From an optimization exercise on the open Yosys and OpenROAD flow, aimed at small area and a short achievable clock period; shortcuts taken in it are not production practice.
Only simulation tests tie the RTL to the original design; equivalence was not proved.

Setup of rev 12:
## fixed_point_alu
module fixed_point_alu (
    input clk,
    input rst,
    input [1:0] op,
    input signed [15:0] a,
    input signed [15:0] b,
    output signed [23:0] out,
    output overflow
);
Size in the first run: roughly 4100 cells after synthesis, about 50 flip-flops.
export LEC_CHECK = 0
export ABC_AREA = 1
export CAP_MARGIN = 20
export CORE_MARGIN = 2
export CORE_UTILIZATION = 40
export SLEW_MARGIN = 20
create_clock -name core_clock -period 60.0 [get_ports {clk}]
standard.sh (not shown) runs the stock make flow with config.mk's settings and CLKGATE_MAP_FILE= SYNTH_SCRIPT=/design/flow/synth_recipe.tcl, a recipe that flattens the netlist after the stock synthesis.
==> flow/flow/run.sh <==
#!/bin/bash
# The standard layout (standard.sh), with timing repair asked for more setup
# slack than the clock needs, so that it sizes up the critical paths.
export SETUP_SLACK_MARGIN=31
export BUFFER_PORTS_ARGS="-buffer_cell sky130_fd_sc_hd__buf_2"
bash standard.sh > standard.log 2>&1
Changes in rev 13 relative to rev 12:
--- a/flow/flow/run.sh
+++ b/flow/flow/run.sh
@@ -3,3 +3,3 @@
 # slack than the clock needs, so that it sizes up the critical paths.
-export SETUP_SLACK_MARGIN=31
+export SETUP_SLACK_MARGIN=32
 export BUFFER_PORTS_ARGS="-buffer_cell sky130_fd_sc_hd__buf_2"
--- a/flow/config.mk
+++ b/flow/config.mk
@@ -10,3 +10,3 @@
 export CORE_MARGIN = 2
-export CORE_UTILIZATION = 40
+export CORE_UTILIZATION = 50
 export SLEW_MARGIN = 20
Findings:
Rev 13 vs rev 12, global-route track usage on met2 went up by 13 points.
Rev 13 vs rev 12 — utilization of the core after routing rose 12 points.
Of the two values seen for cell at the slowest stage of the critical path, clkinvlp_4 was produced by rev 12 and dfxtp_2 by rev 13.
The final reports for rev 13 and rev 12 show met3 track utilization from global routing higher in the former.
Of rev 13 and rev 12, the run reporting the higher total wirelength of the detailed-routed design was rev 13.
Rev 13 vs. rev 12: sequential cell area now sits higher; via count now sits higher.

---

== run A ==
fixed_point_alu again, from the RTL that the note above started with.
==> flow/design.v (excerpt) <==
module fixed_point_alu (
    input clk,
    input rst,
    input [1:0] op,
    input signed [15:0] a,
    input signed [15:0] b,
    output signed [23:0] out,
    output overflow
);
Settings: LEC_CHECK=0, ABC_AREA=1, CAP_MARGIN=0, CORE_MARGIN=2, CORE_UTILIZATION=40, SLEW_MARGIN=0; clock period 60.0 ns.
==> flow/flow/run.sh <==
#!/bin/bash
# The standard layout (standard.sh), with timing repair asked for more setup
# slack than the clock needs, so that it sizes up the critical paths.
export SETUP_SLACK_MARGIN=32
export BUFFER_PORTS_ARGS="-buffer_cell sky130_fd_sc_hd__buf_2"
bash standard.sh > standard.log 2>&1
## Diff of input files: run B against run A
# run A
export LEC_CHECK = 0
export ABC_AREA = 1
export CAP_MARGIN = 0
export CORE_MARGIN = 2
export CORE_UTILIZATION = 40
export SLEW_MARGIN = 0
create_clock -name core_clock -period 60.0 [get_ports {clk}]
# run B
export LEC_CHECK = 0
export ABC_AREA = 1
export CAP_MARGIN = 20
export CORE_MARGIN = 2
export CORE_UTILIZATION = 55
export SLEW_MARGIN = 20
create_clock -name core_clock -period 60.0 [get_ports {clk}]
==> flow/flow/run.sh <==
#!/bin/bash
# The standard layout (standard.sh), with timing repair asked for more setup
# slack than the clock needs, so that it sizes up the critical paths.
export SETUP_SLACK_MARGIN=0
export BUFFER_PORTS_ARGS="-buffer_cell sky130_fd_sc_hd__buf_2"
bash standard.sh > standard.log 2>&1
Notes after the runs:
- Total of plain and repair buffers excluding clock buffers for run B: 53 down relative to run A
- Taking run A as the reference point, the routed wire length on met2 of run B rises by 2.5 mm.
- Relative to run A, fill cell total of the finished layout decreased by 31% in run B.
- Between run B and run A, number of core rows is higher for run A, run B comes in under that.
- Of run B and run A, the run reporting the lower area growth from synthesis to layout was run B.

---

Starting RTL as in the previous note.
export LEC_CHECK = 0
export ABC_AREA = 1
export CAP_MARGIN = 20
export CORE_MARGIN = 2
export CORE_UTILIZATION = 40
export SLEW_MARGIN = 20
create_clock -name core_clock -period 60.0 [get_ports {clk}]
==> flow/flow/run.sh <==
#!/bin/bash
# The standard layout (standard.sh), with timing repair asked for more setup
# slack than the clock needs, so that it sizes up the critical paths.
export SETUP_SLACK_MARGIN=33
export BUFFER_PORTS_ARGS="-buffer_cell sky130_fd_sc_hd__buf_2"
bash standard.sh > standard.log 2>&1
The starting point went through all stages and came out clean.
Then changed:
--- a/flow/flow/run.sh
+++ b/flow/flow/run.sh
@@ -4 +4 @@
-export SETUP_SLACK_MARGIN=33
+export SETUP_SLACK_MARGIN=0
@@ -5,0 +6 @@
+export REMOVE_ABC_BUFFERS=1
Via count is lower by a few percent.
Synthesized cell count is unchanged.
Global-route usage is higher by 1.1 points.
Sequential cell count stays the same.
Then changed:
--- a/flow/flow/run.sh
+++ b/flow/flow/run.sh
@@ -4 +4 @@
-export SETUP_SLACK_MARGIN=0
+export SETUP_SLACK_MARGIN=32
@@ -6 +5,0 @@
-export REMOVE_ABC_BUFFERS=1
Result:
- die area does not change
- critical path depth increases by 25
Then changed:
--- a/flow/flow/run.sh
+++ b/flow/flow/run.sh
@@ -4 +4 @@
-export SETUP_SLACK_MARGIN=32
+export SETUP_SLACK_MARGIN=0
The new run finished clean.
Routed wire length fell by 3.8%.
Die area stays the same.
Global-route usage barely changes.
Worst hold slack is about the same.
First-iteration DRC count increases by about 0.65%.
Core utilization decreases by 1.8 points.
Area after synthesis is unchanged.

---

Starting RTL as in the previous note.
==> flow/config.mk <==
export PLATFORM = sky130hd
export DESIGN_NAME = fixed_point_alu
export DESIGN_NICKNAME = fixed_point_alu
export VERILOG_FILES = /design/flow/design.v
export SDC_FILE = /design/flow/constraint.sdc
export NUM_CORES = 4
export LEC_CHECK = 0
export ABC_AREA = 1
export CAP_MARGIN = 20
export CORE_MARGIN = 2
export CORE_UTILIZATION = 40
export SLEW_MARGIN = 20
==> flow/constraint.sdc <==
create_clock -name core_clock -period 60.0 [get_ports {clk}]
set_input_delay 12.0000 -clock core_clock [delete_from_list [all_inputs] [get_ports {clk}]]
set_output_delay 12.0000 -clock core_clock [all_outputs]
set_load 0.01 [all_outputs]
==> flow/flow/run.sh <==
#!/bin/bash
# The standard layout (standard.sh), with timing repair asked for more setup
# slack than the clock needs, so that it sizes up the critical paths.
export SETUP_SLACK_MARGIN=32
export BUFFER_PORTS_ARGS="-buffer_cell sky130_fd_sc_hd__buf_2"
export SETUP_MOVE_SEQUENCE=unbuffer,sizeup,swap
bash standard.sh > standard.log 2>&1
Then changed:
--- a/flow/flow/run.sh
+++ b/flow/flow/run.sh
@@ -4 +4 @@
-export SETUP_SLACK_MARGIN=32
+export SETUP_SLACK_MARGIN=30
@@ -6 +5,0 @@
-export SETUP_MOVE_SEQUENCE=unbuffer,sizeup,swap
What happened: The new run completed without violations. Flip-flop and latch count does not change. Via count hardly moves. Fmax went down by a few percent. Critical path depth went up by 24. Core utilization went down by 1.8 points. Synthesized cell count does not change. Clock-buffer cell count stays the same. Cell count is about the same. Worst setup slack loses 1.6 ns.
Then changed:
--- a/flow/flow/run.sh
+++ b/flow/flow/run.sh
@@ -4 +4 @@
-export SETUP_SLACK_MARGIN=30
+export SETUP_SLACK_MARGIN=33
@@ -5,0 +6 @@
+export SETUP_MOVE_SEQUENCE=unbuffer,sizeup,swap
Non-clock buffer count stays the same.
Die area is unchanged.
Flip-flop and latch count stays the same.
Then changed:
--- a/flow/flow/run.sh
+++ b/flow/flow/run.sh
@@ -4 +4 @@
-export SETUP_SLACK_MARGIN=33
+export SETUP_SLACK_MARGIN=34
@@ -6 +5,0 @@
-export SETUP_MOVE_SEQUENCE=unbuffer,sizeup,swap
Clock-buffer cell count is unchanged.
First-iteration DRC count is higher by 27%.
Cell count rose by 5.9%.
Setup slack gets better by 1.0 ns.
Non-clock buffer count is higher by 250.
Routed wire length climbs by 12%.

port drivers added, routing unchanged:
In the flow no input, the clock included, has a driving cell. The finished layouts below were timed again as built, in two steps. Step 1 (the two cells are an assumption about what drives the block):
set clk [get_ports {clk}]
set_driving_cell -lib_cell sky130_fd_sc_hd__clkbuf_16 $clk
set_driving_cell -lib_cell sky130_fd_sc_hd__buf_2 [delete_from_list [all_inputs] $clk]
Step 2 also shifts input and output timing later by t, the mid clock arrival at the registers, as if the neighbouring blocks saw the same clock. Slacks: ideal / step 1 / step 2; pairs: ideal / step 1.
| run | shift t [ns] | slack for setup (ns) | latest minus earliest clock arrival (ns) | worst data-port slew with drivers (ns) |
|---|---|---|---|---|
| rev 12 | 0.338 | 32.698 / 32.723 / 32.385 | 0.006 / 0.006 | 0.04 |
| rev 13 | 0.349 | 33.206 / 33.164 / 33.102 | 0.008 / 0.008 | 0.04 |
| run A | 0.340 | 33.369 / 33.394 / 33.054 | 0.004 / 0.005 | 0.04 |
| run B | 0.349 | 30.212 / 30.164 / 30.200 | 0.004 / 0.004 | 0.03 |
| the first run of note 3 | 0.341 | 34.058 / 34.069 / 33.740 | 0.006 / 0.006 | 0.04 |
| the second run of note 3 | 0.341 | 30.433 / 30.382 / 30.723 | 0.007 / 0.008 | 0.04 |
| the third run of note 3 | 0.339 | 33.377 / 33.401 / 33.062 | 0.006 / 0.006 | 0.04 |
| the fourth run of note 3 | 0.341 | 31.326 / 31.281 / 31.169 | 0.005 / 0.005 | 0.04 |
| the first run of note 4 | 0.338 | 33.358 / 33.314 / 33.098 | 0.007 / 0.006 | 0.04 |
| the second run of note 4 | 0.341 | 31.721 / 31.745 / 31.405 | 0.005 / 0.005 | 0.04 |
| the third run of note 4 | 0.341 | 33.164 / 33.120 / 33.009 | 0.005 / 0.006 | 0.05 |
| the fourth run of note 4 | 0.336 | 34.162 / 34.120 / 33.881 | 0.005 / 0.006 | 0.07 |
After both steps every run listed still meets setup and hold. For the first run of note 3, which loses most, drivers alone change the setup slack by +0.011 ns; drivers and shift together by -0.318 ns.
